Context: an optimization exercise on an open-source flow, tuned for small area and a short achievable clock period. The choices shown serve that exercise and are no tape-out recipe.

==> module fpu, before the edit <==
module fpu #(
    parameter DATA_WIDTH = 32,
    parameter INST_WIDTH = 1
)(
    input                   i_clk,
    input                   i_rst_n,
    input  [DATA_WIDTH-1:0] i_data_a,
    input  [DATA_WIDTH-1:0] i_data_b,
    input  [INST_WIDTH-1:0] i_inst,
    input                   i_valid,
    output [DATA_WIDTH-1:0] o_data,
    output                  o_valid
);
    reg [DATA_WIDTH-1:0]    o_data_r;
    reg                     o_valid_r;
    assign o_data  = o_data_r;
    assign o_valid = o_valid_r;
    wire        sa = i_data_a[31];
    wire        sb = i_data_b[31];
    wire [7:0]  ea = i_data_a[30:23];
    wire [7:0]  eb = i_data_b[30:23];
    wire [23:0] fa = {1'b1, i_data_a[22:0]};
    wire [23:0] fb = {1'b1, i_data_b[22:0]};
    wire        a_gt = i_data_a[30:0] > i_data_b[30:0];
    wire [8:0]  dab  = {1'b0, ea} - {1'b0, eb};
    wire [7:0]  dba  = eb - ea;
    wire [7:0]  d    = dab[8] ? dba : dab[7:0];
    wire [7:0]  ebig = a_gt ? ea : eb;
    wire [23:0] fbig = a_gt ? fa : fb;
    wire [23:0] fsml = a_gt ? fb : fa;
    wire        sbig = a_gt ? sa : sb;
    wire        sub  = sa ^ sb;
    wire        d0   = (d == 8'd0);
    wire        dv   = (d <= 8'd24);
    wire [25:0] al   = dv ? ({fsml, 2'b00} >> d[4:0]) : 26'd0;
    wire [23:0] t    = al[25:2];
    reg  [4:0]  tza, tzb;
    integer i;
    always @(*) begin
        tza = 5'd23;
        tzb = 5'd23;
        for (i = 22; i >= 0; i = i - 1) begin
            if (fa[i]) tza = i;
            if (fb[i]) tzb = i;
        end
    end
    wire [4:0]  tz   = a_gt ? tzb : tza;
    wire        nzA  = dv & ({3'b0, tz} + 8'd1 < d);    
    wire        nzB  = dv & ({3'b0, tz} + 8'd2 < d);    
    wire        nzC  = dv & ({3'b0, tz} < d);           
    wire        rem23 = al[1] ^ (sub & nzA);
    wire        rem22 = al[0] ^ (sub & nzB);
    wire [24:0] fs;
    fpu_add #(24) u_fadd (.a(fbig), .b(t ^ {24{sub}}), .cin(sub & d0), .s(fs[23:0]), .co(fs[24]));
    wire [24:0] fsum = {fs[24] & ~sub, fs[23:0]};
    wire [24:0] v    = {fsum[23:0], rem23};
    wire [24:0] mk   = (ebig <= 8'd24) ? (25'h1000000 >> ebig[4:0]) : 25'd0;
    wire [24:0] vm   = v | mk;
    reg  [4:0]  kk;
    always @(*) begin
        kk = 5'd25;
        for (i = 0; i < 25; i = i + 1)
            if (vm[i]) kk = 24 - i;
    end
    wire        vz   = ~|v;
    wire [25:0] w    = {v, rem22};
    wire [25:0] ws   = w << kk;
    wire [23:0] af   = fsum[24] ? fsum[24:1] : ws[25:2];
    wire        ard  = fsum[24] ? fsum[0] : ws[1];
    wire        ast  = fsum[24] ? nzC : (kk == 5'd0) ? nzA : (kk == 5'd1) ? nzB : 1'b0;
    wire [7:0]  ae   = fsum[24] ? ebig + 8'd1 : vz ? 8'd0 : ebig - {3'b0, kk};
    wire [47:22] p;
    fpu_mul u_mul (.a(i_data_a[22:0]), .b(i_data_b[22:0]), .p(p));
    wire [5:0]  tzp  = {1'b0, tza} + {1'b0, tzb};
    wire        ms   = sa ^ sb;
    wire [7:0]  me   = ea + eb - 8'd127 + {7'b0, p[47]};
    wire [23:0] mf   = p[47] ? p[47:24] : p[46:23];
    wire        mrd  = p[47] ? p[23] : p[22];
    wire        mst  = p[47] ? (tzp < 6'd23) : (tzp < 6'd22);
    wire        mul  = i_inst[0];
    wire [22:0] f    = mul ? mf[22:0] : af[22:0];
    wire        rd   = mul ? mrd : ard;
    wire        st   = mul ? mst : ast;
    wire        rnd  = rd & (st | f[0]);
    wire [22:0] fr   = f + {22'b0, rnd};
    wire [31:0] res  = {mul ? ms : sbig, mul ? me : ae, fr};
    always @(posedge i_clk or negedge i_rst_n) begin
        if (~i_rst_n) begin
            o_data_r  <= 0;
            o_valid_r <= 0;
        end else begin
            if (i_valid)
                o_data_r <= res;
            o_valid_r <= i_valid;
        end
    end
endmodule
==> module fpu_add, before the edit <==
module fpu_add #(parameter N = 8) (
    input  [N-1:0] a,
    input  [N-1:0] b,
    input          cin,
    output [N-1:0] s,
    output         co
);
    localparam L = $clog2(N + 1);
    wire [N:0] g [0:L];
    wire [N:0] p [0:L];
    assign g[0] = {a & b, cin};
    assign p[0] = {a ^ b, 1'b0};
    genvar lv, j;
    generate
        for (lv = 0; lv < L; lv = lv + 1) begin : lvl
            for (j = 0; j <= N; j = j + 1) begin : bt
                if ((j >> lv) & 1) begin : mrg
                    assign g[lv+1][j] = g[lv][j] | (p[lv][j] & g[lv][((j >> lv) << lv) - 1]);
                    assign p[lv+1][j] = p[lv][j] & p[lv][((j >> lv) << lv) - 1];
                end else begin : pas
                    assign g[lv+1][j] = g[lv][j];
                    assign p[lv+1][j] = p[lv][j];
                end
            end
        end
    endgenerate
    assign s  = (a ^ b) ^ g[L][N-1:0];
    assign co = g[L][N];
endmodule
export LEC_CHECK = 0
export ABC_AREA = 1
export CAP_MARGIN = 20
export CORE_MARGIN = 2
export CORE_UTILIZATION = 45
export PLACE_DENSITY = 0.6
export SLEW_MARGIN = 20
export SYNTH_HIERARCHICAL = 1
create_clock -name core_clock -period 70.0 [get_ports {i_clk}]
standard.sh (not shown) runs the stock make flow with config.mk's settings and CLKGATE_MAP_FILE= SYNTH_SCRIPT=/design/flow/synth_recipe.tcl, a recipe that flattens the netlist after the stock synthesis.
==> flow/flow/run.sh <==
#!/bin/bash
# Standard synthesis, then an inverter clean-up around the full adders
# (flow/netopt.py), then the rest of the standard layout with plain
# buffers on the ports and setup repair aimed beyond the clock period.
set -euo pipefail
R=orfs/results/${FLOW_PLATFORM}/fpu/base
LIB=${FLOW_HOME}/platforms/${FLOW_PLATFORM}/lib/sky130_fd_sc_hd__tt_025C_1v80.lib
bash standard.sh synth > synth.log 2>&1
cp $R/1_2_yosys.v 1_2_yosys_std.v
python3 flow/netopt.py "$LIB" 1_2_yosys_std.v $R/1_2_yosys.v > netopt.log 2>&1
rm -f $R/1_synth.odb $R/1_synth.sdc
export BUFFER_PORTS_ARGS="-buffer_cell sky130_fd_sc_hd__buf_2"
export SETUP_SLACK_MARGIN=${MARGIN:-46}
bash standard.sh finish > layout.log 2>&1
Other scripts of this flow, unchanged in this note and not shown: flow/flow/netopt.py
Change:
--- a/flow/design.v
+++ b/flow/design.v
@@ -51,6 +51,5 @@
     wire        rem23 = al[1] ^ (sub & nzA);
     wire        rem22 = al[0] ^ (sub & nzB);
-    wire [24:0] fs;
-    fpu_add #(24) u_fadd (.a(fbig), .b(t ^ {24{sub}}), .cin(sub & d0), .s(fs[23:0]), .co(fs[24]));
+    wire [24:0] fs   = {1'b0, fbig} + {1'b0, t ^ {24{sub}}} + {24'b0, sub & d0};
     wire [24:0] fsum = {fs[24] & ~sub, fs[23:0]};
     wire [24:0] v    = {fsum[23:0], rem23};
@@ -96,33 +95,4 @@
     end
 endmodule
-module fpu_add #(parameter N = 8) (
-    input  [N-1:0] a,
-    input  [N-1:0] b,
-    input          cin,
-    output [N-1:0] s,
-    output         co
-);
-    localparam L = $clog2(N + 1);
-    wire [N:0] g [0:L];
-    wire [N:0] p [0:L];
-    assign g[0] = {a & b, cin};
-    assign p[0] = {a ^ b, 1'b0};
-    genvar lv, j;
-    generate
-        for (lv = 0; lv < L; lv = lv + 1) begin : lvl
-            for (j = 0; j <= N; j = j + 1) begin : bt
-                if ((j >> lv) & 1) begin : mrg
-                    assign g[lv+1][j] = g[lv][j] | (p[lv][j] & g[lv][((j >> lv) << lv) - 1]);
-                    assign p[lv+1][j] = p[lv][j] & p[lv][((j >> lv) << lv) - 1];
-                end else begin : pas
-                    assign g[lv+1][j] = g[lv][j];
-                    assign p[lv+1][j] = p[lv][j];
-                end
-            end
-        end
-    endgenerate
-    assign s  = (a ^ b) ^ g[L][N-1:0];
-    assign co = g[L][N];
-endmodule
 module fpu_mul(input [22:0] a, input [22:0] b, output [47:22] p);
     wire neg_0 = b[1];
Critical path depth climbs by 21.
Synthesized cell count drops by 1.7%.
Worst setup slack improved by 0.10 ns.
Cell count goes down by about 1.1%.
Non-clock buffer count grows by 5.
First-iteration DRC count came out lower by about 5%.
Function was not checked in any run of this note: the RTL went through the layout flow alone.

==> static timing again, ports no longer ideal <==
The results above use ideal ports. As a check the final layouts listed here were re-extracted and re-timed, cells and wires unchanged.
Step 1 (the two cells are an assumption about what drives the block):
set clk [get_ports {i_clk}]
set_driving_cell -lib_cell sky130_fd_sc_hd__clkbuf_16 $clk
set_driving_cell -lib_cell sky130_fd_sc_hd__buf_2 [delete_from_list [all_inputs] $clk]
Step 2 moves the port delays by t, midway between the first and last clock arrival at a register: inputs arrive t later, outputs are due t later. That takes back most of the time a late clock gives input paths.
Slacks: no drivers / after step 1 / after step 2; pairs: no drivers / after step 1.
| run | t (ns) | slack for setup (ns) | worst setup path at the end | latest minus earliest clock arrival (ns) | worst register clock-pin slew, ns |
|---|---|---|---|---|---|
| the first run | 0.302 | 46.529 / 46.535 / 46.233 | input to register | 0.004 / 0.004 | 0.05 / 0.05 |
| the second run | 0.333 | 46.629 / 46.640 / 46.307 | input to register | 0.005 / 0.005 | 0.06 / 0.06 |
After both steps setup and hold are still met in every run listed. The setup slack of the second run, which loses most, moves by +0.011 ns with the drivers and by -0.322 ns with both steps.
